This is an optimization exercise on Yosys and OpenROAD, whose aim is small area, not a production implementation. In this exercise RTL edits were held to simulation tests only and were not proved equivalent to the original. Power figures rest on the tool's default switching activity, not on a simulated workload. No driver is modelled on the clock port, so clocking that relies on it looks cheaper here than on a real chip.

$ cat config.mk
export PLATFORM = sky130hd
export DESIGN_NAME = uart_vector_processor
export DESIGN_NICKNAME = uart_vector_processor
export VERILOG_FILES = /design/flow/design.v
export SDC_FILE = /design/flow/constraint.sdc
export NUM_CORES = 8
export LEC_CHECK = 0
export CAP_MARGIN = 20
export CORE_MARGIN = 2
export CORE_UTILIZATION = 40
export CTS_CLUSTER_DIAMETER = 100
export CTS_CLUSTER_SIZE = 35
export SLEW_MARGIN = 20
$ cat constraint.sdc
create_clock -name core_clock -period 100.0 [get_ports {clk}]
set_input_delay 20.0000 -clock core_clock [delete_from_list [all_inputs] [get_ports {clk}]]
set_output_delay 20.0000 -clock core_clock [all_outputs]
set_load 0.01 [all_outputs]
$ cat design.v
module uart_vector_processor #(
    parameter int BIT_RATE = 115200,
    parameter int CLK_FREQ = 1_843_200,
    parameter int MAX_VECT_SIZE = 8,
    parameter int MAX_MAT_ROWS = 4,
    parameter int MAX_MAT_COLS = 4
)(
    input wire clk,
    input wire resetn,
    input wire uart_rx,
    output wire uart_tx,
    output wire led_busy,
    output wire led_rx_active,
    output wire led_tx_active,
    output wire led_error
);
    localparam [2:0] S_IDLE = 3'b000,    
                     S_SZ   = 3'b001,    
                     S_OP1  = 3'b010,    
                     S_OP2  = 3'b011,    
                     S_TX   = 3'b100,    
                     S_ERR  = 3'b101;    
    reg [2:0] st;
    reg       frm;           
    reg [7:0] fc;            
    reg [3:0] ph;            
    reg [3:0] w;             
    reg [1:0] bi;            
    reg [3:0] L;             
    reg [1:0] op;            
    reg       c;             
    reg       dA;            
    reg       bcur;          
    reg       act;           
    reg       txo;           
    wire [3:0] m = fc[7:4];
    wire s_idle = (st == S_IDLE);
    wire s_sz   = (st == S_SZ);
    wire s_op1  = (st == S_OP1);
    wire s_op2  = (st == S_OP2);
    wire is_tx  = (st == S_TX);
    wire is_err = (st == S_ERR);
    wire is_mat = ~op[1] & ~op[0];
    wire is_dot = op[1] & op[0];
    wire muldot = op[1];
    reg [15:0] rE [0:15];
    reg [15:0] rO [0:15];
    wire [2:0] yidx = w[2:0] & {3{~is_dot}};
    wire XE_lo = rE[{1'b0, w[2:0]}][0];
    wire XO_lo = rO[{1'b0, w[2:0]}][0];
    wire YE = rE[{1'b1, yidx}][0];
    wire YO = rO[{1'b1, yidx}][0];
    wire XE = w[3] ? YE : XE_lo;
    wire XO = w[3] ? YO : XO_lo;
    wire [2:0] bb = {1'b0, bi} + {1'b0, is_tx & is_dot, is_tx & op[1] & ~op[0]};
    wire bitwin = frm & ~m[3];                           
    wire hit    = bitwin & (ph == {bb[1:0], m[2:1]});    
    wire s15    = &ph;
    wire fend   = frm & s15 & m[3] & (m[0] == is_tx);
    wire rxstart = ~frm & ~uart_rx & ~is_err & ~is_tx;
    wire txstart = ~frm & is_tx & s15;
    wire rx   = uart_rx;
    wire rxop = frm & ~is_tx;
    wire rhit = hit & rxop;
    wire [2:0] k = m[2:0];
    wire XR   = m[0] ? XO : XE;                          
    wire cin_add = c & ~((bi == 2'd0) & (k == 3'd0));
    wire nb   = s_op1 ? rx : (XR ^ rx ^ cin_add);
    wire cadd = (XR & rx) | (cin_add & (XR ^ rx));
    wire pass   = act;
    wire pfirst = (ph == 4'd0);
    wire cin_m  = c & ~pfirst;
    wire t0 = bcur & XE;
    wire s0 = YE ^ t0 ^ cin_m;
    wire c1 = (YE & t0) | (cin_m & (YE ^ t0));
    wire t1 = bcur & XO;
    wire s1 = YO ^ t1 ^ c1;
    wire c2 = (YO & t1) | (c1 & (YO ^ t1));
    wire capv = ~bb[2] & (muldot ? (m[0] ? YO : YE) : XR);
    wire wrX  = pass | (rhit & (s_op1 | (s_op2 & ~muldot)));
    wire wrY  = pass | (s_op1 & muldot);
    wire XdE = pass ? (dA & ~pfirst) : (m[0] ? XE : nb);
    wire XdO = pass ? XE : (m[0] ? nb : XO);
    wire YdE = pass & s0;
    wire YdO = pass & s1;
    wire UdE = is_mat ? XdE : YdE;
    wire UdO = is_mat ? XdO : YdO;
    genvar gi;
    generate
        for (gi = 0; gi < 16; gi = gi + 1) begin : g_slot
            wire we;
            wire dE, dO;
            if (gi < 8) begin : g_lo
                assign we = wrX & (w == gi);
                assign dE = XdE;
                assign dO = XdO;
            end else begin : g_hi
                assign we = (wrX & (w == gi)) | (wrY & (yidx == gi - 8));
                assign dE = UdE;
                assign dO = UdO;
            end
            always @(posedge clk) begin
                rE[gi] <= {we ? dE : rE[gi][0], rE[gi][15:1]};
                rO[gi] <= {we ? dO : rO[gi][0], rO[gi][15:1]};
            end
        end
    endgenerate
    wire skip = is_mat & (w[1:0] == L[1:0]);
    wire [3:0] wnx = (w | {2'b00, skip, skip}) + 4'd1;
    wire last = (w == L);
    wire brin = (k == 3'd0) | c;
    wire dbit = rx ^ brin;
    always @(posedge clk) begin
        ph <= ph + 4'd1;
        fc <= rxstart ? 8'hF1 : txstart ? 8'h00 : fc + 8'd1;
        if (pass) begin
            c  <= c2;
            dA <= XO;
        end else if (rhit) begin
            c <= s_sz ? (brin & ~rx) : cadd;
        end
        if (rhit & s_idle) begin
            if (k == 3'd0) op[0] <= rx;
            if (k == 3'd1) op[1] <= rx;
        end
        if (rhit & s_sz & (bi == 2'd0) & ~k[2] & (~k[1] | ~is_mat)) begin
            if (is_mat & w[0]) L <= {L[3:2], dbit, L[1]};
            else               L <= {dbit, L[3:1]};
        end
        if (is_tx) begin
            if (hit) bcur <= capv;
        end else if (s15)
            bcur <= rx;
        if (s15)
            act <= bitwin & rxop & s_op2 & muldot;
        if (fend) begin
            if (s_idle) begin
                bi <= 2'd0;
                w  <= 4'd0;
            end else begin
                bi <= bi + 2'd1;
                if (bi == 2'd3)
                    w <= s_sz ? {3'b000, is_mat & ~w[0]} : (last ? 4'd0 : wnx);
            end
        end
    end
    always @(posedge clk or negedge resetn) begin
        if (!resetn) begin
            st  <= S_IDLE;
            frm <= 1'b0;
            txo <= 1'b1;
        end else begin
            if (rxstart | txstart) frm <= 1'b1;
            else if (fend)         frm <= 1'b0;
            if (s15)
                txo <= ~txstart & ~(is_tx & bitwin & ~(hit ? capv : bcur));
            if (rhit & s_idle & (k[2] | k[1]) & (rx ^ (~k[2] & ~k[0] & is_mat)))
                st <= S_ERR;
            else if (fend & (bi == 2'd3 | s_idle)) begin
                case (st)
                    S_IDLE: st <= S_SZ;
                    S_SZ:   if (~(is_mat & ~w[0])) st <= S_OP1;
                    S_OP1:  if (last) st <= S_OP2;
                    S_OP2:  if (last) st <= S_TX;
                    S_TX:   if (last | is_dot) st <= S_IDLE;
                    default: ;
                endcase
            end
        end
    end
    assign uart_tx       = txo;
    assign led_tx_active = is_tx;
    assign led_rx_active = ~st[2] & (st[1] | st[0]);
    assign led_busy      = led_rx_active | is_tx;
    assign led_error     = is_err;
endmodule
$ cat flow/run.sh
#!/bin/bash
# Own layout flow: the standard ORFS flow (standard.sh), with
#  - synthesis unchanged except that ABC maps the logic with an area-oriented
#    script (flow/abc_area.script) instead of ORFS's speed script; registers
#    are mapped before ABC runs, so they are the standard synthesis's;
#  - smaller port buffers and no CTS dummy loads.
# Each tool's output goes to a log file in the work folder (and ORFS's own
# logs under orfs/logs).
set -euo pipefail
W=$(pwd)

# ORFS scripts, with ABC's script replaced
rm -rf "$W/scripts_area"
cp -r "$FLOW_HOME/scripts" "$W/scripts_area"
cp "$W/flow/abc_area.script" "$W/scripts_area/abc_speed.script"

bash standard.sh SCRIPTS_DIR="$W/scripts_area" synth > "$W/synth.log" 2>&1

export BUFFER_PORTS_ARGS="-buffer_cell sky130_fd_sc_hd__buf_1"
export CTS_ARGS="-sink_clustering_enable -repair_clock_nets -sink_clustering_max_diameter 100 -dont_use_dummy_load -sink_clustering_size 34 -buf_list sky130_fd_sc_hd__buf_12"
bash standard.sh > "$W/layout.log" 2>&1
$ cat flow/abc_area.script
strash
ifraig
dc2
dch -f
map -a
topo
$ cat standard.sh
#!/bin/bash
# synth_recipe.tcl (not shown) runs the flow's synth.tcl, then flattens the netlist and writes it again
# the make line also repeats each setting of config.mk as NAME=value (left out here)
make -C /OpenROAD-flow-scripts/flow DESIGN_CONFIG=/design/flow/config.mk WORK_HOME=/design/flow/orfs CLKGATE_MAP_FILE= SYNTH_SCRIPT=/design/flow/synth_recipe.tcl "${@:-finish}"
==> results of run 1 <==
==> sequential cells by signal, summed over array words and instances (netlist names) <==
name  flops
dA        1
rE      256
c         1
ph        4
bcur      1
txo       1
L         4
rO      256
op        2
fc        8
frm       1
st        3
w         4
bi        2
act       1
==> worst register-to-register path: cells and delay by family (launching register included) <==
| family | cells | cell delay (ns) |
|---|---|---|
| simple gates | 7 | 1.19 |
| flops | 1 | 0.47 |
| buf+inv | 3 | 0.52 |
| compound gates | 8 | 2.28 |
| fa+ha+maj | 1 | 0.56 |
==> metal layers <==
| metal | wire (um) | vias to the layer above | global-route usage |
|---|---|---|---|
| met1 | 8856 | 2614 | 0.1483 |
| met5 | 0 | - | 0 |
| met4 | 483 | 0 | 0.03424 |
| met2 | 6407 | 79 | 0.1454 |
| met3 | 694 | 30 | 0.01981 |
| li1 | - | 2921 | - |
==> where the power goes <==
group | internal (W) | switching [W]
sequential | 0.000249 | 0.0000115
combinational | 0.00000968 | 0.0000198
clock | 0.0000314 | 0.0000576
==> worst min-delay path by stage <==
stage                      startpoint                end  cells after the start
floorplan            rE[0][1]$_DFF_P_   rE[0][0]$_DFF_P_                      0
global placement    rE[15][9]$_DFF_P_  rE[15][8]$_DFF_P_                      0
detailed placement  rE[10][4]$_DFF_P_  rE[10][3]$_DFF_P_                      0
CTS                 rO[3][14]$_DFF_P_  rO[3][13]$_DFF_P_                      0
global route        rO[3][14]$_DFF_P_  rO[3][13]$_DFF_P_                      0
finish              rO[3][14]$_DFF_P_  rO[3][13]$_DFF_P_                      0
==> synth_stat cells (3+ instances only) <==
cell type	number	area, um^2
a21oi_1	33	165.2
a22oi_1	14	105.1
a31oi_1	3	18.77
clkinv_1	55	206.5
dfrtp_1	4	100.1
dfxtp_1	524	10490
edfxtp_1	16	480.5
fa_1	4	80.08
ha_1	12	150.1
nand2_1	51	191.4
nand3_1	20	100.1
nand4_1	5	31.28
nor2_1	80	300.3
nor3_1	8	40.04
nor4_1	3	18.77
o21ai_0	38	190.2
or2_2	3	18.77
xnor2_1	6	52.55
xor2_1	3	26.28
==> cell type report <==
cell class,instances,share of cell area
clock buffers,20,0.02894
inverters,55,0.01492
multi-input cells,296,0.1154
flip-flops and latches,545,0.8020
well taps,402,0.03635
repair buffers,8,0.002441
==> stage by stage <==
| step | cell area, um^2 | utilization |
|---|---|---|
| after detailed placement | 13440 | 0.4247 |
| after global routing | 13840 | 0.4374 |
| after CTS | 13840 | 0.4374 |
| after floorplan | 12900 | - |
| final | 13840 | 0.4374 |
| after global placement | 13440 | 0.4247 |
==> logic make-up (layout without fill, tap and decap cells) <==
logic type | Yosys count | in the layout | synth area share
compound gates | 99 | 99 | 0.04433
fa+ha+maj | 16 | 16 | 0.01785
xor+xnor | 9 | 9 | 0.006111
buf+inv | 55 | 83 | 0.01600
flops | 545 | 545 | 0.8602
simple gates | 172 | 172 | 0.05548
==> results by group, run 1 <==
Outcome
  – Status: finished clean

Synthesis
  – Yosys warning count: 3
  – Primary FF master, synth: dfxtp_1
  – Total nets after synthesis: 915
  – Netlist cell types: 31
  – Sequential fraction of the synthesis area: 0.8602
  – #FFs+latches synth: 545
  – Mean Syn Cell Area: 14.40 um^2
  – Post-Synthesis Cells: 896
  – Post-synth EDFFs: 16
  – Async SR Flop Fraction: 0.009174
  – Synth Cell Area: 12900 um^2

Final layout
  – Register area: 11100 um^2
  – Non-Filler Instances: 1326
  – Most frequent cells in the layout: dfxtp_1, nor2_1, clkinv_1, nand2_1, o21ai_0
  – Share of layout cells above drive strength 1: 0.02922
  – # nets final: 945
  – Filler Cells Inserted: 2842
  – Multi-input logic area: 1597 um^2
  – Most common cell after layout, fill and taps aside: dfxtp_1
  – ANT cells: 0
  – Synth-to-Final Area Change: 7.265%

Place
  – Post-place setup slack: 76.87 ns
  – HPWL Detailed: 10940 um
  – Placer Congestion: 0.9102
  – Placed insts: 1306
  – Buffers on Ports: 7

Worst setup path
  – R2r setup slk: 94.85 ns
  – Reg2Reg Capture Point: rO[12][15]$_DFF_P_
  – Crit-path max FO: 9
  – Slowest CP cell: o21ai_0
  – Critical Path, Cell by Cell: buf_1 -> clkinv_1 -> fa_1 -> nor2_1 -> a21oi_1 -> o21ai_0 -> o21ai_0 -> nor2_1 -> a31oi_1 -> a21oi_1
  – FF-to-FF path depth: 19
  – Crit path max-delay family: compound AO/OA/AOI/OAI gates
  – Startpoint Class: input port
  – Critical path required time: 100.30 ns
  – CP bufs+invs: 2
  – End point of the critical path: rO[12][15]$_DFF_P_
  – Origin of the worst setup path: uart_rx
  – Crit Path Class: input port to register
  – Worst path max stage delay: 0.81 ns
  – Worst Setup End Kind: register
  – Crit. path cell count: 10
  – Worst r2r src: w[0]$_SDFFCE_PN0P_
  – CP Data Arrival Time: 22.97 ns

Pwr
  – Design Power: 0.0003790 W
  – PwrDens: 27.39 nW/um^2
  – Worst IR drop on VDD: 12.02 uV
  – Leakage: 5.395 nW

Detailed routing
  – Vias: 5644
  – Vias per inst: 4.256
  – Final antenna-violating net count: 0
  – Residual DRC: 0
  – DRT iter0 DRCs: 320
  – Drt total wl: 16440 um
  – Pre-antenna DRT Iters: 4
  – Routed wire per std cell: 12.40 um

CTS
  – Worst skew pair latency: 0.48 ns
  – Hold-fix buffers at CTS: 0
  – CTS Buf Count: 20
  – CTS tree: yes
  – Deepest clock path buffer count: 3
  – CTS Root Buffer Type: buf_12
  – Sinks on the clock net: 545
  – Clock transition at path regs: 0.12 ns
  – CTS resizes: 0
  – Setup bufs post-CTS: 0
  – H-tree levels: 1

STA
  – Finish-stage setup viols: 0
  – Setup TNS: 0 ns
  – Final hold vios: 0
  – Fin Hold WS: 0.2487 ns
  – Final worst slack: 77.33 ns
  – Crit share post-route: 0.2267
  – Relative slew margins: 0.3153
  – Slew @ Worst Pin: 1.016 ns
  – Post-Route Skew: 0.06426 ns
  – Min Tclk post-route: 22.67 ns
  – Fin. max-slew vios: 0
  – Max Freq: 0.04411 GHz
  – RSZ-0062 raised after global routing: no

Global route
  – Tot GR Track Use: 0.09993
  – Gr ovfl total: 0
  – First-pass GRT wire length: 26720 um
  – Number of global-route vias before repair: 5337
  – Largest net degree at the start of global routing: 35
  – Initial antenna violation count: 0

Floorplanning
  – Chip height: 183.6 um
  – # rows: 65
  – Initial Utilization: 0.4078
  – Core box area: 31640 um^2
  – Width of the die: 183.6 um
  – I/O pins: 8
  – Die ar.: 33700 um^2

Min path
  – Min-delay worst type: register to register

Flow run
  – Maxcap violations: 0
==> inputs of run 2 (changes only) <==
--- a/design.v
+++ b/design.v
@@ -115,5 +115,5 @@
         fc <= rxstart ? 8'hF1 : txstart ? 8'h00 : fc + 8'd1;
+        dA <= XO;
         if (pass) begin
             c  <= c2;
-            dA <= XO;
         end else if (rhit) begin
--- a/flow/run.sh
+++ b/flow/run.sh
@@ -19,3 +19,3 @@
 export BUFFER_PORTS_ARGS="-buffer_cell sky130_fd_sc_hd__buf_1"
-export CTS_ARGS="-sink_clustering_enable -repair_clock_nets -sink_clustering_max_diameter 100 -dont_use_dummy_load -sink_clustering_size 34 -buf_list sky130_fd_sc_hd__buf_12"
+export CTS_ARGS="-sink_clustering_enable -repair_clock_nets -sink_clustering_max_diameter 100 -dont_use_dummy_load -sink_clustering_size 35"
 bash standard.sh > "$W/layout.log" 2>&1
==> run 2 against run 1 <==
Effect of this change: first-iteration DRC count rose by 25%; largest power group unchanged; register-to-register slack gained 0.13 ns; critical path depth did not move; power shrank 16%; combinational power shrank 81%; non-clock buffer count is 1 lower; synthesized area about the same; sequential power decreased by 15%; highest routed layer unchanged.
==> results by group, run 2 <==
Outcome
  – Status: finished clean (unchanged)

Floorplanning
  – # rows: 65 (unchanged)
  – Initial Utilization: 0.4075 (was 0.4078)
  – I/O pins: 8 (unchanged)
  – Core box area: 31640 um^2 (unchanged)
  – Die ar.: 33680 um^2 (was 33700 um^2)
  – Chip height: 183.5 um (was 183.6 um)
  – Width of the die: 183.5 um (was 183.6 um)

Pwr
  – Sw frac: 0.1947 (was 0.2344)
  – Total net switching power: 0.00006186 W (was 0.00008885 W)
  – PwrDens: 22.86 nW/um^2 (was 27.39 nW/um^2)
  – Worst IR drop on VDD: 11.16 uV (was 12.02 uV)
  – Seq pwr share: 0.696 (was 0.687)
  – Comb power frac: 0.017 (was 0.078)
  – Design Power: 0.0003177 W (was 0.0003790 W)
  – Clk pwr share: 0.287 (was 0.235)
  – Cell Int Power: 0.0002559 W (was 0.0002902 W)
  – Leakage: 5.365 nW (was 5.395 nW)

Final layout
  – Synth-to-Final Area Change: 7.793% (was 7.265%)
  – ANT cells: 0 (unchanged)
  – Multi-input logic area: 1595 um^2 (was 1597 um^2)
  – Filler Cells Inserted: 2847 (was 2842)
  – Biggest regs: rE: 256 flops, rO: 256 flops, fc: 8 flops (unchanged)
  – Register area: 11090 um^2 (was 11100 um^2)
  – Most frequent cells in the layout: dfxtp_1, nor2_1, clkinv_1, a21oi_1, nand2_1 (was dfxtp_1, nor2_1, clkinv_1, nand2_1, o21ai_0)
  – Share of layout cells above drive strength 1: 0.02609 (was 0.02922)
  – Most common cell after layout, fill and taps aside: dfxtp_1 (unchanged)
  – Design area: 13900 um^2 (was 13840 um^2)
  – # nets final: 941 (was 945)

STA
  – Max Freq: 0.04431 GHz (was 0.04411 GHz)
  – Setup TNS: 0 ns (unchanged)
  – Finish-stage setup viols: 0 (unchanged)
  – Min Tclk post-route: 22.57 ns (was 22.67 ns)
  – Relative slew margins: 0.3865 (was 0.3153)
  – Final hold vios: 0 (unchanged)
  – Post-Route Skew: 0.03049 ns (was 0.06426 ns)
  – Fin. max-slew vios: 0 (unchanged)
  – RSZ-0062 raised after global routing: no (unchanged)
  – Crit share post-route: 0.2257 (was 0.2267)
  – Slew @ Worst Pin: 0.9203 ns (was 1.016 ns)

Place
  – HPWL Detailed: 11110 um (was 10940 um)
  – Buffers on Ports: 7 (unchanged)
  – Placer Congestion: 0.8515 (was 0.9102)
  – Post-DP Area: 13420 um^2 (was 13440 um^2)

Min path
  – Hold Path Origin: rO[2][14]$_DFF_P_ (was rO[3][14]$_DFF_P_)
  – Min-delay worst type: register to register (unchanged)

Synthesis
  – Synth Cell Area: 12890 um^2 (was 12900 um^2)
  – Post-synth EDFFs: 15 (was 16)
  – #FFs+latches synth: 545 (unchanged)
  – Async SR Flop Fraction: 0.009174 (unchanged)
  – Synth area leaders: dfxtp_1, edfxtp_1, nor2_1 (unchanged)
  – Top-area cell type share of the netlist area: 0.8152 (was 0.8132)
  – Top-count cell post-synth: dfxtp_1 (unchanged)
  – Post-synth top cells: dfxtp_1, nor2_1, clkinv_1, a21oi_1, nand2_1 (was dfxtp_1, nor2_1, clkinv_1, nand2_1, o21ai_0)
  – Cell taking the most area after synthesis: dfxtp_1 (unchanged)
  – Post-Synthesis Cells: 894 (was 896)
  – Yosys warning count: 3 (unchanged)
  – Total nets after synthesis: 913 (was 915)
  – Sequential fraction of the synthesis area: 0.8600 (was 0.8602)
  – Netlist cell types: 28 (was 31)
  – Mean Syn Cell Area: 14.42 um^2 (was 14.40 um^2)
  – Primary FF master, synth: dfxtp_1 (unchanged)

CTS
  – Setup bufs post-CTS: 0 (unchanged)
  – H-tree levels: 1 (unchanged)
  – CTS Root Buffer Type: clkbuf_16 (was buf_12)
  – CTS resizes: 0 (unchanged)
  – Worst skew pair latency: 0.53 ns (was 0.48 ns)
  – CTS Buf Count: 19 (was 20)
  – Hold-fix buffers at CTS: 0 (unchanged)
  – CTS tree: yes (unchanged)
  – Clock transition at path regs: 0.11 ns (was 0.12 ns)
  – Sinks on the clock net: 545 (unchanged)
  – Deepest clock path buffer count: 3 (unchanged)

Detailed routing
  – Vias per inst: 4.326 (was 4.256)
  – Metal2 WL: 6453 um (was 6407 um)
  – Routed wire per std cell: 12.64 um (was 12.40 um)
  – Vias: 5719 (was 5644)
  – Metal1 wirelength: 8899 um (was 8856 um)
  – Drt total wl: 16710 um (was 16440 um)
  – DRT iter0 DRCs: 399 (was 320)
  – Max layer used: met4 (unchanged)
  – Final antenna-violating net count: 0 (unchanged)
  – Pre-antenna DRT Iters: 4 (unchanged)
  – Met3 WL: 807 um (was 694 um)
  – Residual DRC: 0 (unchanged)

Worst setup path
  – Slowest CP cell: a32oi_1 (was o21ai_0)
  – Worst path max stage delay: 0.69 ns (was 0.81 ns)
  – Critical path required time: 100.37 ns (was 100.30 ns)
  – Crit-path max FO: 9 (unchanged)
  – Crit Path Class: input port to register (unchanged)
  – Worst r2r src: w[2]$_SDFFCE_PP0P_ (was w[0]$_SDFFCE_PN0P_)
  – Critical Path, Cell by Cell: buf_1 -> clkinv_1 -> fa_1 -> nor2_1 -> a21oi_1 -> a21oi_1 -> a32oi_1 -> nor2_1 -> a31oi_1 -> o21ai_0 (was buf_1 -> clkinv_1 -> fa_1 -> nor2_1 -> a21oi_1 -> o21ai_0 -> o21ai_0 -> nor2_1 -> a31oi_1 -> a21oi_1)
  – Startpoint Class: input port (unchanged)
  – Crit path max-delay family: compound AO/OA/AOI/OAI gates (unchanged)
  – Origin of the worst setup path: uart_rx (unchanged)
  – Worst Setup End Kind: register (unchanged)
  – CP Data Arrival Time: 22.94 ns (was 22.97 ns)
  – CP bufs+invs: 2 (unchanged)

Global route
  – Initial antenna violation count: 0 (unchanged)
  – Largest net degree at the start of global routing: 36 (was 35)
  – Number of global-route vias before repair: 5396 (was 5337)
  – Tot GR Track Use: 0.1008 (was 0.09993)
  – Gr ovfl total: 0 (unchanged)
  – First-pass GRT wire length: 26900 um (was 26720 um)

Flow run
  – Maxcap violations: 0 (unchanged)
[run 2: through the flow]
| step | setup slack, ns | hold WS, ns | cells | utilization |
|---|---|---|---|---|
| 6_report | 77.43 | 0.3243 | 1322 | 0.4393 |
| 5_1_grt | 77.15 | 0.3301 | 1322 | 0.4393 |
| 4_1_cts | 77.50 | 0.3240 | 1322 | 0.4393 |
| 3_5_place_dp | 76.95 | 0.3121 | 1303 | 0.4242 |
| 3_3_place_gp | 77.03 | 0.3097 | 1303 | 0.4242 |
| 2_1_floorplan | 77.99 | 0.3096 | 894 | - |
[run 2: final timing paths]
| check | cells past startpoint | slack (ns) | to |
|---|---|---|---|
| max in group asynchronous | 1 | 80.36 | txo$_DFFE_PN1P_ |
| worst max-delay path | 10 | 77.43 | rE[9][15]$_DFF_P_ |
| worst min-delay path | 0 | 0.32 | rO[2][13]$_DFF_P_ |
| min in group asynchronous | 1 | 19.35 | st[2]$_DFFE_PN0P_ |
| worst min register to register | 0 | 0.32 | rO[2][13]$_DFF_P_ |
| worst max register to register | 19 | 94.98 | rE[9][15]$_DFF_P_ |
[run 2: worst reg2reg max path: cells and delay by family (launching register included)]
family / cells / cell delay, ns
AOI/OAI and AO/OA: 7 / 2.06
adders and majority gates: 1 / 0.54
buffers and inverters: 3 / 0.56
DFF: 1 / 0.59
and+or+nand+nor: 8 / 1.14
[run 2: per-layer routing]
layer	GRT usage	up-vias
met5	0	-
met4	0.03648	0
met3	0.02021	36
met2	0.1443	102
met1	0.1505	2671
li1	-	2910
[run 2: cell families (layout without fill, tap and decap cells)]
group	after synthesis	after routing	synth area share
flip-flops	545	545	0.8600
AND/OR/NAND/NOR	166	166	0.05338
AO/OA/AOI/OAI	101	101	0.04571
buffers and inverters	56	82	0.01630
adder cells (fa/ha/maj)	16	16	0.01786
XOR/XNOR	10	10	0.006793
[run 2: layout make-up]
| cell class | instances | share of cell area |
|---|---|---|
| Sequential cell | 545 | 0.7978 |
| Tap cell | 402 | 0.03619 |
| Clock buffer | 19 | 0.03421 |
| Multi-Input combinational cell | 293 | 0.1148 |
| Timing Repair Buffer | 7 | 0.001891 |
| Inverter | 56 | 0.01513 |
[run 2: power groups by stage]
stage | clock [W] | sequential (W) | combinational (W)
after floorplan | 0 | 0.000225 | 0.00000409
after global placement | 0 | 0.000226 | 0.00000535
after detailed placement | 0 | 0.000226 | 0.00000548
after CTS | 0.0000944 | 0.000221 | 0.00000551
after global routing | 0.000102 | 0.000221 | 0.00000644
final | 0.0000910 | 0.000221 | 0.00000554
==> inputs of run 3 (changes only) <==
--- a/flow/run.sh
+++ b/flow/run.sh
@@ -19,3 +19,3 @@
 export BUFFER_PORTS_ARGS="-buffer_cell sky130_fd_sc_hd__buf_1"
-export CTS_ARGS="-sink_clustering_enable -repair_clock_nets -sink_clustering_max_diameter 100 -dont_use_dummy_load -sink_clustering_size 35"
+export CTS_ARGS="-sink_clustering_enable -repair_clock_nets -sink_clustering_max_diameter 100 -dont_use_dummy_load -sink_clustering_size 33 -buf_list sky130_fd_sc_hd__buf_12"
 bash standard.sh > "$W/layout.log" 2>&1
==> run 3 against run 2 <==
Effect of this change: still clean; first-iteration DRC count shrank 18%; maximum frequency shrank 0.29%; setup slack lost 0.065 ns; sequential cell count is the same; via count grew 0.12%.
==> results by group, run 3 <==
Worst setup path
  – Critical path required time: 100.31 ns (was 100.37 ns)
  – Slowest CP cell: a32oi_1 (unchanged)
  – Worst Setup End Kind: register (unchanged)
  – R2r setup slk: 94.98 ns (about the same)
  – Reg2Reg Capture Point: rE[9][15]$_DFF_P_ (unchanged)
  – Crit-path max FO: 9 (unchanged)
  – Crit Path Class: input port to register (unchanged)
  – CP Data Arrival Time: 22.95 ns (was 22.94 ns)
  – Worst r2r src: w[2]$_SDFFCE_PP0P_ (unchanged)
  – Startpoint Class: input port (unchanged)
  – FF-to-FF path depth: 19 (unchanged)
  – Worst path max stage delay: 0.69 ns (about the same)
  – Critical Path, Cell by Cell: buf_1 -> clkinv_1 -> fa_1 -> nor2_1 -> a21oi_1 -> a21oi_1 -> a32oi_1 -> nor2_1 -> a31oi_1 -> o21ai_0 (unchanged)

Detailed routing
  – Vias per inst: 4.328 (was 4.326)
  – Drt total wl: 16690 um (was 16710 um)
  – Pre-antenna DRT Iters: 6 (was 4)
  – Final antenna-violating net count: 0 (unchanged)
  – Vias: 5726 (was 5719)
  – Routed wire per std cell: 12.62 um (was 12.64 um)
  – Residual DRC: 0 (unchanged)
  – DRT iter0 DRCs: 328 (was 399)

STA
  – Setup TNS: 0 ns (unchanged)
  – Relative slew margins: 0.3877 (was 0.3865)
  – Fin Hold WS: 0.2989 ns (was 0.3243 ns)
  – Crit share post-route: 0.2264 (was 0.2257)
  – Slew @ Worst Pin: 0.9184 ns (was 0.9203 ns)
  – RSZ-0062 raised after global routing: no (unchanged)
  – Finish-stage setup viols: 0 (unchanged)
  – Final hold vios: 0 (unchanged)
  – Max Freq: 0.04418 GHz (was 0.04431 GHz)
  – Min Tclk post-route: 22.64 ns (was 22.57 ns)
  – Fin. max-slew vios: 0 (unchanged)
  – Post-Route Skew: 0.04773 ns (was 0.03049 ns)

CTS
  – CTS Buf Count: 20 (was 19)
  – Deepest clock path buffer count: 3 (unchanged)
  – CTS tree: yes (unchanged)
  – H-tree levels: 1 (unchanged)
  – Clock transition at path regs: 0.12 ns (was 0.11 ns)
  – Worst skew pair latency: 0.48 ns (was 0.53 ns)
  – Hold-fix buffers at CTS: 0 (unchanged)
  – CTS resizes: 0 (unchanged)
  – CTS Root Buffer Type: buf_12 (was clkbuf_16)
  – Sinks on the clock net: 545 (unchanged)
  – Setup bufs post-CTS: 0 (unchanged)

Final layout
  – Most common cell after layout, fill and taps aside: dfxtp_1 (unchanged)
  – Filler Cells Inserted: 2858 (was 2847)
  – # nets final: 942 (was 941)
  – ANT cells: 0 (unchanged)
  – Biggest regs: rE: 256 flops, rO: 256 flops, fc: 8 flops (unchanged)
  – Synth-to-Final Area Change: 7.211% (was 7.793%)
  – Share of layout cells above drive strength 1: 0.02714 (was 0.02609)
  – Most frequent cells in the layout: dfxtp_1, nor2_1, clkinv_1, a21oi_1, nand2_1 (unchanged)

Place
  – Buffers on Ports: 7 (unchanged)
  – HPWL Detailed: 11110 um (unchanged)
  – Placer Congestion: 0.8515 (unchanged)

Synthesis
  – #FFs+latches synth: 545 (unchanged)
  – Total nets after synthesis: 913 (unchanged)
  – Yosys warning count: 3 (unchanged)
  – Async SR Flop Fraction: 0.009174 (unchanged)
  – Post-synth EDFFs: 15 (unchanged)
  – Top-area cell type share of the netlist area: 0.8152 (unchanged)
  – Post-Synthesis Cells: 894 (unchanged)
  – Mean Syn Cell Area: 14.42 um^2 (unchanged)
  – Synth area leaders: dfxtp_1, edfxtp_1, nor2_1 (unchanged)
  – Post-synth top cells: dfxtp_1, nor2_1, clkinv_1, a21oi_1, nand2_1 (unchanged)
  – Primary FF master, synth: dfxtp_1 (unchanged)
  – Sequential fraction of the synthesis area: 0.8600 (unchanged)
  – Netlist cell types: 28 (unchanged)
  – Top-count cell post-synth: dfxtp_1 (unchanged)
  – Synth Cell Area: 12890 um^2 (unchanged)
  – Cell taking the most area after synthesis: dfxtp_1 (unchanged)

Pwr
  – Design Power: 0.0003158 W (was 0.0003177 W)
  – Total net switching power: 0.00006327 W (was 0.00006186 W)
  – Sw frac: 0.2003 (was 0.1947)
  – Cell Int Power: 0.0002526 W (was 0.0002559 W)
  – Worst IR drop on VDD: 13.44 uV (was 11.16 uV)
  – Seq pwr share: 0.700 (was 0.696)
  – Leakage: 5.318 nW (was 5.365 nW)
  – Clk pwr share: 0.283 (was 0.287)
  – PwrDens: 22.85 nW/um^2 (was 22.86 nW/um^2)
  – Comb power frac: 0.017 (about the same)

Floorplanning
  – Core box area: 31640 um^2 (unchanged)
  – Initial Utilization: 0.4075 (unchanged)
  – Width of the die: 183.5 um (unchanged)
  – Chip height: 183.5 um (unchanged)
  – I/O pins: 8 (unchanged)
  – # rows: 65 (unchanged)
  – Die ar.: 33680 um^2 (unchanged)

Outcome
  – Status: finished clean (unchanged)

Global route
  – Largest net degree at the start of global routing: 34 (was 36)
  – Tot GR Track Use: 0.1011 (was 0.1008)
  – Gr ovfl total: 0 (unchanged)
  – Initial antenna violation count: 0 (unchanged)
  – Number of global-route vias before repair: 5434 (was 5396)
  – First-pass GRT wire length: 27040 um (was 26900 um)

Min path
  – Min-delay worst type: register to register (unchanged)
  – Hold Crit Depth: 0 (unchanged)
  – Hold EP: rO[2][13]$_DFF_P_ (unchanged)
  – Hold Path Origin: rO[2][14]$_DFF_P_ (unchanged)

Flow run
  – Maxcap violations: 0 (unchanged)
-- run 3: per-stage QoR --
| step | util | area [um^2] | worst slack (ns) | instances |
|---|---|---|---|---|
| floorplan | - | 12890 | 77.99 | 894 |
| global placement | 0.4242 | 13420 | 77.03 | 1303 |
| detailed placement | 0.4242 | 13420 | 76.95 | 1303 |
| CTS | 0.4369 | 13820 | 77.44 | 1323 |
| global route | 0.4369 | 13820 | 77.10 | 1323 |
| finish | 0.4369 | 13820 | 77.36 | 1323 |
-- run 3: how the worst max path moves through the flow --
| stage | slack [ns] | end | start | depth (start not counted) |
|---|---|---|---|---|
| after global placement | 77.03 | rE[9][15]$_DFF_P_ | uart_rx | 10 |
| after detailed placement | 76.95 | rE[9][15]$_DFF_P_ | uart_rx | 10 |
| after floorplan | 77.99 | rE[9][15]$_DFF_P_ | uart_rx | 9 |
| final | 77.36 | rE[9][15]$_DFF_P_ | uart_rx | 10 |
| after global routing | 77.10 | rE[12][15]$_DFF_P_ | uart_rx | 10 |
| after CTS | 77.44 | rE[9][15]$_DFF_P_ | uart_rx | 10 |
-- run 3: kinds of logic after synthesis --
logic type | share of synthesized area
AO/OA/AOI/OAI | 0.04571
AND/OR/NAND/NOR | 0.05338
XOR/XNOR | 0.006793
flip-flops | 0.8600
adder cells (fa/ha/maj) | 0.01786
buffers and inverters | 0.01630
-- run 3: area by class of cell --
class | count | area (um^2) | area share
tap | 402 | 503.0 | 0.03639
inverter | 56 | 210.2 | 0.01521
timing repair buffer | 7 | 26.28 | 0.001901
multi-input combinational | 293 | 1595 | 0.1154
clock buffer | 20 | 400.4 | 0.02897
sequential | 545 | 11090 | 0.8021
-- run 3: worst max-delay path, delay by kind of cell --
family / cells / cell delay (ns)
compound gates: 5 / 1.78
fa+ha+maj: 1 / 0.57
buf+inv: 2 / 0.46
simple gates: 2 / 0.14
-- run 3: routing by layer --
metal	global-route usage	vias to the layer above	wire, um
li1	-	2914	-
met4	0.04032	0	634
met5	0	-	0
met2	0.1440	78	6445
met1	0.1508	2697	9066
met3	0.01941	37	544
-- run 3: power groups by stage --
stage | sequential [W] | clock, W | combinational [W]
3_5_place_dp | 0.000226 | 0 | 0.00000548
6_report | 0.000221 | 0.0000893 | 0.00000552
5_1_grt | 0.000221 | 0.000100 | 0.00000644
3_3_place_gp | 0.000226 | 0 | 0.00000535
4_1_cts | 0.000221 | 0.0000927 | 0.00000551
2_1_floorplan | 0.000225 | 0 | 0.00000409
==> inputs of run 4 (changes only) <==
--- a/flow/run.sh
+++ b/flow/run.sh
@@ -19,3 +19,3 @@
 export BUFFER_PORTS_ARGS="-buffer_cell sky130_fd_sc_hd__buf_1"
-export CTS_ARGS="-sink_clustering_enable -repair_clock_nets -sink_clustering_max_diameter 100 -dont_use_dummy_load -sink_clustering_size 33 -buf_list sky130_fd_sc_hd__buf_12"
+export CTS_ARGS="-sink_clustering_enable -repair_clock_nets -sink_clustering_max_diameter 100 -dont_use_dummy_load -sink_clustering_size 32 -buf_list sky130_fd_sc_hd__buf_12"
 bash standard.sh > "$W/layout.log" 2>&1
==> run 4 against run 3 <==
Effect of this change: cell count about the same; critical path depth unchanged; final area increased by 0.14%; sequential cell count unchanged; synthesized area unchanged; largest cell class unchanged; via count decreased by 0.21%; non-clock buffer count unchanged; sequential power about the same; combinational power about the same; critical endpoint unchanged; maximum frequency increased by 0.16%.
==> results by group, run 4 <==
Final layout
  – Non-Filler Instances: 1324 (was 1323)
  – ANT cells: 0 (unchanged)
  – Multi-input logic area: 1595 um^2 (unchanged)
  – Most frequent cells in the layout: dfxtp_1, nor2_1, clkinv_1, a21oi_1, nand2_1 (unchanged)
  – Synth-to-Final Area Change: 7.366% (was 7.211%)
  – Biggest regs: rE: 256 flops, rO: 256 flops, fc: 8 flops (unchanged)
  – # nets final: 943 (was 942)
  – Design area: 13840 um^2 (was 13820 um^2)
  – Register area: 11090 um^2 (unchanged)
  – Share of layout cells above drive strength 1: 0.02820 (was 0.02714)
  – Most common cell after layout, fill and taps aside: dfxtp_1 (unchanged)
  – Filler Cells Inserted: 2861 (was 2858)

STA
  – Relative slew margins: 0.3820 (was 0.3877)
  – Crit share post-route: 0.2260 (was 0.2264)
  – Finish-stage setup viols: 0 (unchanged)
  – Final hold vios: 0 (unchanged)
  – Setup TNS: 0 ns (unchanged)
  – Post-Route Skew: 0.07153 ns (was 0.04773 ns)
  – RSZ-0062 raised after global routing: no (unchanged)
  – Slew @ Worst Pin: 0.9270 ns (was 0.9184 ns)
  – Min Tclk post-route: 22.60 ns (was 22.64 ns)
  – Fin. max-slew vios: 0 (unchanged)
  – Max Freq: 0.04425 GHz (was 0.04418 GHz)

Global route
  – Initial antenna violation count: 0 (unchanged)
  – Largest net degree at the start of global routing: 33 (was 34)
  – First-pass GRT wire length: 27120 um (was 27040 um)
  – Tot GR Track Use: 0.1015 (was 0.1011)
  – Number of global-route vias before repair: 5416 (was 5434)
  – Gr ovfl total: 0 (unchanged)

Synthesis
  – Synth Cell Area: 12890 um^2 (unchanged)
  – Post-synth top cells: dfxtp_1, nor2_1, clkinv_1, a21oi_1, nand2_1 (unchanged)
  – Post-synth EDFFs: 15 (unchanged)
  – Yosys warning count: 3 (unchanged)
  – Async SR Flop Fraction: 0.009174 (unchanged)
  – Total nets after synthesis: 913 (unchanged)
  – Top-count cell post-synth: dfxtp_1 (unchanged)
  – Synth area leaders: dfxtp_1, edfxtp_1, nor2_1 (unchanged)
  – Cell taking the most area after synthesis: dfxtp_1 (unchanged)
  – Mean Syn Cell Area: 14.42 um^2 (unchanged)
  – #FFs+latches synth: 545 (unchanged)
  – Sequential fraction of the synthesis area: 0.8600 (unchanged)
  – Top-area cell type share of the netlist area: 0.8152 (unchanged)
  – Post-Synthesis Cells: 894 (unchanged)
  – Netlist cell types: 28 (unchanged)
  – Primary FF master, synth: dfxtp_1 (unchanged)

Place
  – Placed insts: 1303 (unchanged)
  – Placer Congestion: 0.8515 (unchanged)
  – HPWL Detailed: 11110 um (unchanged)
  – Buffers on Ports: 7 (unchanged)
  – Post-DP Area: 13420 um^2 (unchanged)

Outcome
  – Status: finished clean (unchanged)

Floorplanning
  – Chip height: 183.5 um (unchanged)
  – Core box area: 31640 um^2 (unchanged)
  – I/O pins: 8 (unchanged)
  – Initial Utilization: 0.4075 (unchanged)
  – Die ar.: 33680 um^2 (unchanged)
  – Width of the die: 183.5 um (unchanged)
  – # rows: 65 (unchanged)

Pwr
  – Cell Int Power: 0.0002540 W (was 0.0002526 W)
  – Leakage: 5.328 nW (was 5.318 nW)
  – Seq pwr share: 0.695 (was 0.700)
  – Worst IR drop on VDD: 11.65 uV (was 13.44 uV)
  – Clk pwr share: 0.287 (was 0.283)
  – Comb power frac: 0.017 (about the same)
  – Total net switching power: 0.00006393 W (was 0.00006327 W)
  – Sw frac: 0.2011 (was 0.2003)
  – PwrDens: 22.97 nW/um^2 (was 22.85 nW/um^2)

Detailed routing
  – Final antenna-violating net count: 0 (unchanged)
  – DRT iter0 DRCs: 368 (was 328)
  – Pre-antenna DRT Iters: 4 (was 6)
  – Vias: 5714 (was 5726)
  – Vias per inst: 4.316 (was 4.328)
  – Routed wire per std cell: 12.66 um (was 12.62 um)
  – Drt total wl: 16760 um (was 16690 um)
  – Residual DRC: 0 (unchanged)

Min path
  – Min-delay worst type: register to register (unchanged)

CTS
  – CTS Buf Count: 21 (was 20)
  – Deepest clock path buffer count: 3 (unchanged)
  – Setup bufs post-CTS: 0 (unchanged)
  – Sinks on the clock net: 545 (unchanged)
  – Hold-fix buffers at CTS: 0 (unchanged)
  – CTS Root Buffer Type: buf_12 (unchanged)
  – CTS resizes: 0 (unchanged)
  – Clock transition at path regs: 0.12 ns (about the same)
  – H-tree levels: 1 (unchanged)
  – CTS tree: yes (unchanged)
  – Worst skew pair latency: 0.48 ns (about the same)

Worst setup path
  – Startpoint Class: input port (unchanged)
  – Crit Path Class: input port to register (unchanged)
  – Crit-path max FO: 9 (unchanged)
  – Worst Setup End Kind: register (unchanged)
  – CP Data Arrival Time: 22.94 ns (was 22.95 ns)
  – Critical path required time: 100.34 ns (was 100.31 ns)

Flow run
  – Maxcap violations: 0 (unchanged)
-- run 4: cell counts after synthesis --
Identical to the previous run, type by type.
-- run 4: final cells by class --
class                   instances  area share
well taps                     402     0.03634
repair buffers                  7    0.001898
inverters                      56     0.01519
flip-flops and latches        545      0.8010
multi-input cells             293      0.1152
clock buffers                  21     0.03037
-- run 4: routing by layer --
metal / wire, um / global-route usage / up-vias
met5: 0 / 0 / -
met4: 605 / 0.03968 / 0
met1: 8945 / 0.1508 / 2688
li1: - / - / 2913
met3: 685 / 0.02080 / 39
met2: 6519 / 0.1445 / 74
-- run 4: power groups by stage --
stage / Combinational, W / Sequential [W] / Clock, W
after global placement: 0.00000535 / 0.000226 / 0
after CTS: 0.00000551 / 0.000221 / 0.0000950
after floorplan: 0.00000409 / 0.000225 / 0
after global routing: 0.00000644 / 0.000221 / 0.000102
final: 0.00000553 / 0.000221 / 0.0000913
after detailed placement: 0.00000548 / 0.000226 / 0
-- run 4: kinds of logic after synthesis --
logic type / synth area share
xor+xnor: 0.006793
compound gates: 0.04571
fa+ha+maj: 0.01786
flops: 0.8600
buf+inv: 0.01630
simple gates: 0.05338
-- run 4: worst paths after layout --
check                                    from           endpoint  slack [ns]  cells past startpoint
setup / recovery                      uart_rx  rE[9][15]$_DFF_P_       77.40                     10
hold / removal               rE[7][9]$_DFF_P_   rE[7][8]$_DFF_P_        0.24                      0
setup reg to reg           w[2]$_SDFFCE_PP0P_  rE[9][15]$_DFF_P_       95.03                     19
hold reg to reg              rE[7][9]$_DFF_P_   rE[7][8]$_DFF_P_        0.24                      0
max in group asynchronous              resetn    txo$_DFFE_PN1P_       80.33                      1
min in group asynchronous              resetn    frm$_DFFE_PN0P_       19.38                      1
-- run 4: critical path, cell delays in order --
cell and delay, ns:
buf_1 0.26, clkinv_1 0.21, fa_1 0.57, nor2_1 0.05
a21oi_1 0.20, a21oi_1 0.10, a32oi_1 0.70, nor2_1 0.09
a31oi_1 0.60, o21ai_0 0.17
-- run 4: through the flow --
step / setup slack (ns) / power (W) / hold slack (ns) / util
2_1_floorplan: 77.99 / 0.0002294 / 0.3096 / -
3_3_place_gp: 77.03 / 0.0002314 / 0.3097 / 0.4242
3_5_place_dp: 76.95 / 0.0002315 / 0.3121 / 0.4242
4_1_cts: 77.48 / 0.0003215 / 0.2461 / 0.4375
5_1_grt: 77.11 / 0.0003301 / 0.2365 / 0.4375
6_report: 77.40 / 0.0003179 / 0.2411 / 0.4375
==> inputs of run 5 (changes only) <==
--- a/flow/run.sh
+++ b/flow/run.sh
@@ -19,3 +19,3 @@
 export BUFFER_PORTS_ARGS="-buffer_cell sky130_fd_sc_hd__buf_1"
-export CTS_ARGS="-sink_clustering_enable -repair_clock_nets -sink_clustering_max_diameter 100 -dont_use_dummy_load -sink_clustering_size 32 -buf_list sky130_fd_sc_hd__buf_12"
+export CTS_ARGS="-sink_clustering_enable -repair_clock_nets -sink_clustering_max_diameter 100 -dont_use_dummy_load -sink_clustering_size 33 -buf_list sky130_fd_sc_hd__buf_12 -sink_clustering_levels 1"
 bash standard.sh > "$W/layout.log" 2>&1
==> run 5 against run 4 <==
Effect of this change: count of clock-buffer cells in the layout fell by 1; sequential power about the same; non-clock buffer count is the same; final area fell by 0.14%; clock skew fell by 0.024 ns; power fell by 0.65%; die area is the same; sequential share of layout area rose by 0.12 points; register-to-register slack got worse by 0.05 ns; wire length down 0.39%; highest routed layer unchanged.
==> results by group, run 5 <==
Final layout
  – Biggest regs: rE: 256 flops, rO: 256 flops, fc: 8 flops (unchanged)
  – ANT cells: 0 (unchanged)
  – Synth-to-Final Area Change: 7.211% (was 7.366%)
  – Share of layout cells above drive strength 1: 0.02714 (was 0.02820)
  – Most common cell after layout, fill and taps aside: dfxtp_1 (unchanged)
  – Most frequent cells in the layout: dfxtp_1, nor2_1, clkinv_1, a21oi_1, nand2_1 (unchanged)
  – Fin util: 0.4369 (was 0.4375)
  – Design area: 13820 um^2 (was 13840 um^2)
  – # nets final: 942 (was 943)
  – Filler Cells Inserted: 2858 (was 2861)

STA
  – Fin. max-slew vios: 0 (unchanged)
  – Final hold vios: 0 (unchanged)
  – Crit share post-route: 0.2264 (was 0.2260)
  – Min Tclk post-route: 22.64 ns (was 22.60 ns)
  – Relative slew margins: 0.3877 (was 0.3820)
  – Finish-stage setup viols: 0 (unchanged)
  – Max Freq: 0.04418 GHz (was 0.04425 GHz)
  – RSZ-0062 raised after global routing: no (unchanged)
  – Post-Route Skew: 0.04773 ns (was 0.07153 ns)
  – Slew @ Worst Pin: 0.9184 ns (was 0.9270 ns)
  – Setup TNS: 0 ns (unchanged)

Global route
  – Largest net degree at the start of global routing: 34 (was 33)
  – Global Route met1 Usage: 0.1508 (unchanged)
  – Number of global-route vias before repair: 5434 (was 5416)
  – First-pass GRT wire length: 27040 um (was 27120 um)
  – Grt met3 use: 0.01941 (was 0.02080)
  – Met2 Use GR: 0.1440 (was 0.1445)
  – Most Crowded Layer GR: met1 (unchanged)
  – Gr ovfl total: 0 (unchanged)
  – Tot GR Track Use: 0.1011 (was 0.1015)
  – Initial antenna violation count: 0 (unchanged)

CTS
  – H-tree levels: 1 (unchanged)
  – Clock transition at path regs: 0.12 ns (about the same)
  – Deepest clock path buffer count: 3 (unchanged)
  – Sinks on the clock net: 545 (unchanged)
  – Worst skew pair latency: 0.48 ns (about the same)
  – CTS tree: yes (unchanged)
  – CTS Buf Count: 20 (was 21)
  – CTS resizes: 0 (unchanged)
  – Setup bufs post-CTS: 0 (unchanged)
  – Hold-fix buffers at CTS: 0 (unchanged)
  – CTS Root Buffer Type: buf_12 (unchanged)

Min path
  – Min-delay worst type: register to register (unchanged)

Worst setup path
  – CP Data Arrival Time: 22.95 ns (was 22.94 ns)
  – End point of the critical path: rE[9][15]$_DFF_P_ (unchanged)
  – Reg2Reg Capture Point: rE[9][15]$_DFF_P_ (unchanged)
  – Origin of the worst setup path: uart_rx (unchanged)
  – Worst r2r src: w[2]$_SDFFCE_PP0P_ (unchanged)
  – Crit-path max FO: 9 (unchanged)
  – R2r setup slk: 94.98 ns (was 95.03 ns)
  – Startpoint Class: input port (unchanged)
  – Critical path required time: 100.31 ns (was 100.34 ns)
  – Worst Setup End Kind: register (unchanged)
  – Crit Path Class: input port to register (unchanged)
  – FF-to-FF path depth: 19 (unchanged)

Floorplanning
  – Width of the die: 183.5 um (unchanged)
  – Die ar.: 33680 um^2 (unchanged)
  – # rows: 65 (unchanged)
  – Chip height: 183.5 um (unchanged)
  – Core box area: 31640 um^2 (unchanged)
  – I/O pins: 8 (unchanged)
  – Initial Utilization: 0.4075 (unchanged)

Pwr
  – Worst IR drop on VDD: 13.44 uV (was 11.65 uV)
  – Leakage: 5.318 nW (was 5.328 nW)
  – PwrDens: 22.85 nW/um^2 (was 22.97 nW/um^2)

Synthesis
  – Post-synth top cells: dfxtp_1, nor2_1, clkinv_1, a21oi_1, nand2_1 (unchanged)
  – Post-synth EDFFs: 15 (unchanged)
  – Cell taking the most area after synthesis: dfxtp_1 (unchanged)
  – Sequential fraction of the synthesis area: 0.8600 (unchanged)
  – Total nets after synthesis: 913 (unchanged)
  – Post-Synthesis Cells: 894 (unchanged)
  – Primary FF master, synth: dfxtp_1 (unchanged)
  – Async SR Flop Fraction: 0.009174 (unchanged)
  – Synth area leaders: dfxtp_1, edfxtp_1, nor2_1 (unchanged)
  – #FFs+latches synth: 545 (unchanged)
  – Netlist cell types: 28 (unchanged)
  – Synth Cell Area: 12890 um^2 (unchanged)
  – Yosys warning count: 3 (unchanged)
  – Mean Syn Cell Area: 14.42 um^2 (unchanged)
  – Top-area cell type share of the netlist area: 0.8152 (unchanged)
  – Top-count cell post-synth: dfxtp_1 (unchanged)

Detailed routing
  – Vias: 5726 (was 5714)
  – Pre-antenna DRT Iters: 6 (was 4)
  – Residual DRC: 0 (unchanged)
  – Vias per inst: 4.328 (was 4.316)
  – DRT iter0 DRCs: 328 (was 368)
  – Routed wire per std cell: 12.62 um (was 12.66 um)
  – Final antenna-violating net count: 0 (unchanged)
  – Drt total wl: 16690 um (was 16760 um)

Flow run
  – Maxcap violations: 0 (unchanged)

Outcome
  – Status: finished clean (unchanged)

Place
  – Placer Congestion: 0.8515 (unchanged)
  – HPWL Detailed: 11110 um (unchanged)
  – Buffers on Ports: 7 (unchanged)
  – Post-DP Area: 13420 um^2 (unchanged)
## run 5: cell counts after synthesis
Identical to the previous run, type by type.
## run 5: power breakdown
part           internal (W)  switching, W  leakage (nW)
clock             0.0000315     0.0000578         0.188
combinational    0.00000189    0.00000363         0.654
sequential         0.000219    0.00000187          4.48
total              0.000253     0.0000633          5.32
## run 5: per-layer routing
| layer | vias to the layer above | wire, um |
|---|---|---|
| met3 | 37 | 544 |
| met2 | 78 | 6445 |
| met5 | - | 0 |
| li1 | 2914 | - |
| met1 | 2697 | 9066 |
| met4 | 0 | 634 |
## run 5: logic make-up (layout without fill, tap and decap cells)
logic type / Yosys count / in the layout / synth area share
buffers and inverters: 56 / 83 / 0.01630
AND/OR/NAND/NOR: 166 / 166 / 0.05338
AO/OA/AOI/OAI: 101 / 101 / 0.04571
flip-flops: 545 / 545 / 0.8600
XOR/XNOR: 10 / 10 / 0.006793
adder cells (fa/ha/maj): 16 / 16 / 0.01786
## run 5: stage by stage
| step | hold slack [ns] | power (W) | worst slack [ns] | cells |
|---|---|---|---|---|
| after floorplan | 0.3096 | 0.0002294 | 77.99 | 894 |
| after global placement | 0.3097 | 0.0002314 | 77.03 | 1303 |
| after detailed placement | 0.3121 | 0.0002315 | 76.95 | 1303 |
| after CTS | 0.3016 | 0.0003192 | 77.44 | 1323 |
| after global routing | 0.3020 | 0.0003279 | 77.10 | 1323 |
| final | 0.2989 | 0.0003158 | 77.36 | 1323 |
## run 5: how the worst min path moves through the flow
stage          slack [ns]  cells after the start              start                 to
2_1_floorplan        0.31                      0   rE[0][1]$_DFF_P_   rE[0][0]$_DFF_P_
4_1_cts              0.30                      0  rO[2][14]$_DFF_P_  rO[2][13]$_DFF_P_
5_1_grt              0.30                      0  rO[2][14]$_DFF_P_  rO[2][13]$_DFF_P_
3_3_place_gp         0.31                      0   rE[4][8]$_DFF_P_   rE[4][7]$_DFF_P_
3_5_place_dp         0.31                      0   rE[0][9]$_DFF_P_   rE[0][8]$_DFF_P_
6_report             0.30                      0  rO[2][14]$_DFF_P_  rO[2][13]$_DFF_P_
## run 5: worst max-delay path, stage by stage
cell      delay [ns]
buf_1           0.25
clkinv_1        0.21
fa_1            0.57
nor2_1          0.05
a21oi_1         0.20
a21oi_1         0.10
a32oi_1         0.69
nor2_1          0.09
a31oi_1         0.62
o21ai_0         0.17
## run 5: cell type report
type	count	area, um^2	share of cell area
clock buffers	20	400.4	0.02897
inverters	56	210.2	0.01521
multi-input cells	293	1595	0.1154
flip-flops and latches	545	11090	0.8021
well taps	402	503.0	0.03639
repair buffers	7	26.28	0.001901
==> inputs of run 6 (changes only) <==
--- a/flow/run.sh
+++ b/flow/run.sh
@@ -19,3 +19,3 @@
 export BUFFER_PORTS_ARGS="-buffer_cell sky130_fd_sc_hd__buf_1"
-export CTS_ARGS="-sink_clustering_enable -repair_clock_nets -sink_clustering_max_diameter 100 -dont_use_dummy_load -sink_clustering_size 33 -buf_list sky130_fd_sc_hd__buf_12 -sink_clustering_levels 1"
+export CTS_ARGS="-sink_clustering_enable -repair_clock_nets -sink_clustering_max_diameter 100 -dont_use_dummy_load -sink_clustering_size 33 -buf_list sky130_fd_sc_hd__buf_12 -branching_point_buffers_distance 500"
 bash standard.sh > "$W/layout.log" 2>&1
==> run 6 against run 5 <==
Effect of this change: largest cell class unchanged; final area unchanged; wire length is the same; critical path depth unchanged; first-iteration DRC count stayed put; still clean; global-route usage stayed put; largest power group unchanged; worst hold slack is the same; maximum frequency did not move; critical endpoint unchanged.
==> results by group, run 6 <==
Outcome
  – Status: finished clean (unchanged)

Synthesis
  – Post-synth EDFFs: 15 (unchanged)
  – Synth Cell Area: 12890 um^2 (unchanged)
  – Sequential fraction of the synthesis area: 0.8600 (unchanged)
  – Cell taking the most area after synthesis: dfxtp_1 (unchanged)
  – Post-synth top cells: dfxtp_1, nor2_1, clkinv_1, a21oi_1, nand2_1 (unchanged)
  – Top-count cell post-synth: dfxtp_1 (unchanged)
  – Mean Syn Cell Area: 14.42 um^2 (unchanged)
  – Primary FF master, synth: dfxtp_1 (unchanged)
  – Yosys warning count: 3 (unchanged)
  – Top-area cell type share of the netlist area: 0.8152 (unchanged)
  – #FFs+latches synth: 545 (unchanged)
  – Total nets after synthesis: 913 (unchanged)
  – Netlist cell types: 28 (unchanged)
  – Synth area leaders: dfxtp_1, edfxtp_1, nor2_1 (unchanged)
  – Post-Synthesis Cells: 894 (unchanged)
  – Async SR Flop Fraction: 0.009174 (unchanged)

STA
  – Relative slew margins: 0.3877 (unchanged)
  – Final hold vios: 0 (unchanged)
  – Post-Route Skew: 0.04773 ns (unchanged)
  – Fin. max-slew vios: 0 (unchanged)
  – Finish-stage setup viols: 0 (unchanged)
  – Final worst slack: 77.36 ns (unchanged)
  – Slew @ Worst Pin: 0.9184 ns (unchanged)
  – Crit share post-route: 0.2264 (unchanged)
  – Setup TNS: 0 ns (unchanged)
  – RSZ-0062 raised after global routing: no (unchanged)
  – Min Tclk post-route: 22.64 ns (unchanged)
  – Max Freq: 0.04418 GHz (unchanged)

Final layout
  – Most common cell after layout, fill and taps aside: dfxtp_1 (unchanged)
  – Multi-input logic area: 1595 um^2 (unchanged)
  – Biggest regs: rE: 256 flops, rO: 256 flops, fc: 8 flops (unchanged)
  – ANT cells: 0 (unchanged)
  – Share of layout cells above drive strength 1: 0.02714 (unchanged)
  – Register area: 11090 um^2 (unchanged)
  – Most frequent cells in the layout: dfxtp_1, nor2_1, clkinv_1, a21oi_1, nand2_1 (unchanged)
  – Filler Cells Inserted: 2858 (unchanged)
  – # nets final: 942 (unchanged)
  – Synth-to-Final Area Change: 7.211% (unchanged)

Floorplanning
  – # rows: 65 (unchanged)
  – Width of the die: 183.5 um (unchanged)
  – Core box area: 31640 um^2 (unchanged)
  – Initial Utilization: 0.4075 (unchanged)
  – Die ar.: 33680 um^2 (unchanged)
  – I/O pins: 8 (unchanged)
  – Chip height: 183.5 um (unchanged)

Worst setup path
  – Worst r2r src: w[2]$_SDFFCE_PP0P_ (unchanged)
  – Crit Path Class: input port to register (unchanged)
  – CP Data Arrival Time: 22.95 ns (about the same)
  – Startpoint Class: input port (unchanged)
  – Reg2Reg Capture Point: rE[9][15]$_DFF_P_ (unchanged)
  – Crit-path max FO: 9 (unchanged)
  – R2r setup slk: 94.98 ns (about the same)
  – Worst Setup End Kind: register (unchanged)
  – Critical path required time: 100.31 ns (about the same)
  – FF-to-FF path depth: 19 (unchanged)

Detailed routing
  – Drt total wl: 16690 um (unchanged)
  – DRT iter0 DRCs: 328 (unchanged)
  – Residual DRC: 0 (unchanged)
  – Final antenna-violating net count: 0 (unchanged)
  – Pre-antenna DRT Iters: 6 (unchanged)
  – Vias: 5726 (unchanged)
  – Vias per inst: 4.328 (unchanged)
  – Routed wire per std cell: 12.62 um (unchanged)

CTS
  – Deepest clock path buffer count: 3 (unchanged)
  – Hold-fix buffers at CTS: 0 (unchanged)
  – Setup bufs post-CTS: 0 (unchanged)
  – CTS tree: yes (unchanged)
  – CTS Root Buffer Type: buf_12 (unchanged)
  – CTS Buf Count: 20 (unchanged)
  – Sinks on the clock net: 545 (unchanged)
  – Clock transition at path regs: 0.12 ns (about the same)
  – Worst skew pair latency: 0.48 ns (about the same)
  – H-tree levels: 1 (unchanged)
  – CTS resizes: 0 (unchanged)

Global route
  – Number of global-route vias before repair: 5434 (unchanged)
  – First-pass GRT wire length: 27040 um (unchanged)
  – Largest net degree at the start of global routing: 34 (unchanged)
  – Gr ovfl total: 0 (unchanged)
  – Initial antenna violation count: 0 (unchanged)
  – Tot GR Track Use: 0.1011 (unchanged)

Pwr
  – Total net switching power: 0.00006327 W (unchanged)
  – Worst IR drop on VDD: 13.44 uV (unchanged)
  – Clk pwr share: 0.283 (about the same)
  – Sw frac: 0.2003 (unchanged)
  – Design Power: 0.0003158 W (unchanged)
  – Seq pwr share: 0.700 (about the same)
  – PwrDens: 22.85 nW/um^2 (unchanged)
  – Leakage: 5.318 nW (unchanged)
  – Comb power frac: 0.017 (about the same)
  – Cell Int Power: 0.0002526 W (unchanged)

Min path
  – Hold EP: rO[2][13]$_DFF_P_ (unchanged)
  – Hold Crit Depth: 0 (unchanged)
  – Min-delay worst type: register to register (unchanged)
  – Hold Path Origin: rO[2][14]$_DFF_P_ (unchanged)

Place
  – Post-place setup slack: 76.95 ns (unchanged)
  – Placer Congestion: 0.8515 (unchanged)
  – Buffers on Ports: 7 (unchanged)
  – HPWL Detailed: 11110 um (unchanged)

Flow run
  – Maxcap violations: 0 (unchanged)
## run 6: cell counts after synthesis
Identical to the previous run, type by type.
## run 6: cells by family after synthesis
group                      count (synthesis)  synth area share
DFF                                      545            0.8600
and+or+nand+nor                          166           0.05338
AOI/OAI and AO/OA                        101           0.04571
buffers and inverters                     56           0.01630
adders and majority gates                 16           0.01786
xor gates and xnor gates                  10          0.006793
## run 6: how the worst max path moves through the flow
stage / start / endpoint / slack, ns / cells past startpoint
6_report: uart_rx / rE[9][15]$_DFF_P_ / 77.36 / 10
5_1_grt: uart_rx / rE[12][15]$_DFF_P_ / 77.10 / 10
4_1_cts: uart_rx / rE[9][15]$_DFF_P_ / 77.44 / 10
3_5_place_dp: uart_rx / rE[9][15]$_DFF_P_ / 76.95 / 10
3_3_place_gp: uart_rx / rE[9][15]$_DFF_P_ / 77.03 / 10
2_1_floorplan: uart_rx / rE[9][15]$_DFF_P_ / 77.99 / 9
## run 6: power by group through the flow
| stage | Clock, W | Sequential [W] | Combinational, W |
|---|---|---|---|
| 5_1_grt | 0.000100 | 0.000221 | 0.00000644 |
| 3_3_place_gp | 0 | 0.000226 | 0.00000535 |
| 2_1_floorplan | 0 | 0.000225 | 0.00000409 |
| 3_5_place_dp | 0 | 0.000226 | 0.00000548 |
| 4_1_cts | 0.0000927 | 0.000221 | 0.00000551 |
| 6_report | 0.0000893 | 0.000221 | 0.00000552 |
## run 6: metrics by stage
stage	utilization	hold WS (ns)	instance area, um^2	std cells
after floorplan	-	0.3096	12890	894
after global placement	0.4242	0.3097	13420	1303
after detailed placement	0.4242	0.3121	13420	1303
after CTS	0.4369	0.3016	13820	1323
after global routing	0.4369	0.3020	13820	1323
final	0.4369	0.2989	13820	1323
## run 6: cell type report
class	instances	share of cell area
Sequential cell	545	0.8021
Multi-Input combinational cell	293	0.1154
Tap cell	402	0.03639
Clock buffer	20	0.02897
Inverter	56	0.01521
Timing Repair Buffer	7	0.001901
## run 6: critical path: stages
cell	delay (ns)
buf_1	0.25
clkinv_1	0.21
fa_1	0.57
nor2_1	0.05
a21oi_1	0.20
a21oi_1	0.10
a32oi_1	0.69
nor2_1	0.09
a31oi_1	0.62
o21ai_0	0.17
## run 6: routing by layer
| metal | share of wire | track usage |
|---|---|---|
| met1 | 0.54 | 0.1508 |
| met2 | 0.39 | 0.1440 |
| met3 | 0.033 | 0.01941 |
| met4 | 0.038 | 0.04032 |
| met5 | 0 | 0 |

==> afterwards: timing with drivers on the ports <==
The results above use ideal ports. As a check the final layouts listed here were re-extracted and re-timed, cells and wires unchanged. Step 1 sets driving cells, clkbuf_16 on the clock port and buf_2 on the other inputs (assumed; they add their load-dependent delay and slew). Step 2 also shifts input and output timing later by t, the mid clock arrival at the registers, as if the neighbouring blocks saw the same clock. a / b / c = ideal / step 1 / step 2; a / b = the first two.
| run | t (ns) | setup WS [ns] | latest minus earliest clock arrival (ns) | worst register clock-pin slew, ns |
|---|---|---|---|---|
| run 1 | 0.495 | 77.330 / 77.349 / 76.855 | 0.070 / 0.071 | 0.13 / 0.13 |
| run 2 | 0.567 | 77.430 / 77.448 / 76.882 | 0.031 / 0.031 | 0.12 / 0.12 |
| run 3 | 0.507 | 77.365 / 77.385 / 76.878 | 0.048 / 0.048 | 0.12 / 0.12 |
| run 4 | 0.495 | 77.400 / 77.420 / 76.925 | 0.076 / 0.076 | 0.12 / 0.12 |
| run 5 | 0.507 | 77.365 / 77.385 / 76.878 | 0.048 / 0.048 | 0.12 / 0.12 |
| run 6 | 0.507 | 77.365 / 77.385 / 76.878 | 0.048 / 0.048 | 0.12 / 0.12 |
After both steps every run listed still meets setup and hold. For run 2, which loses most, drivers alone change the setup slack by +0.018 ns; drivers and shift together by -0.548 ns.
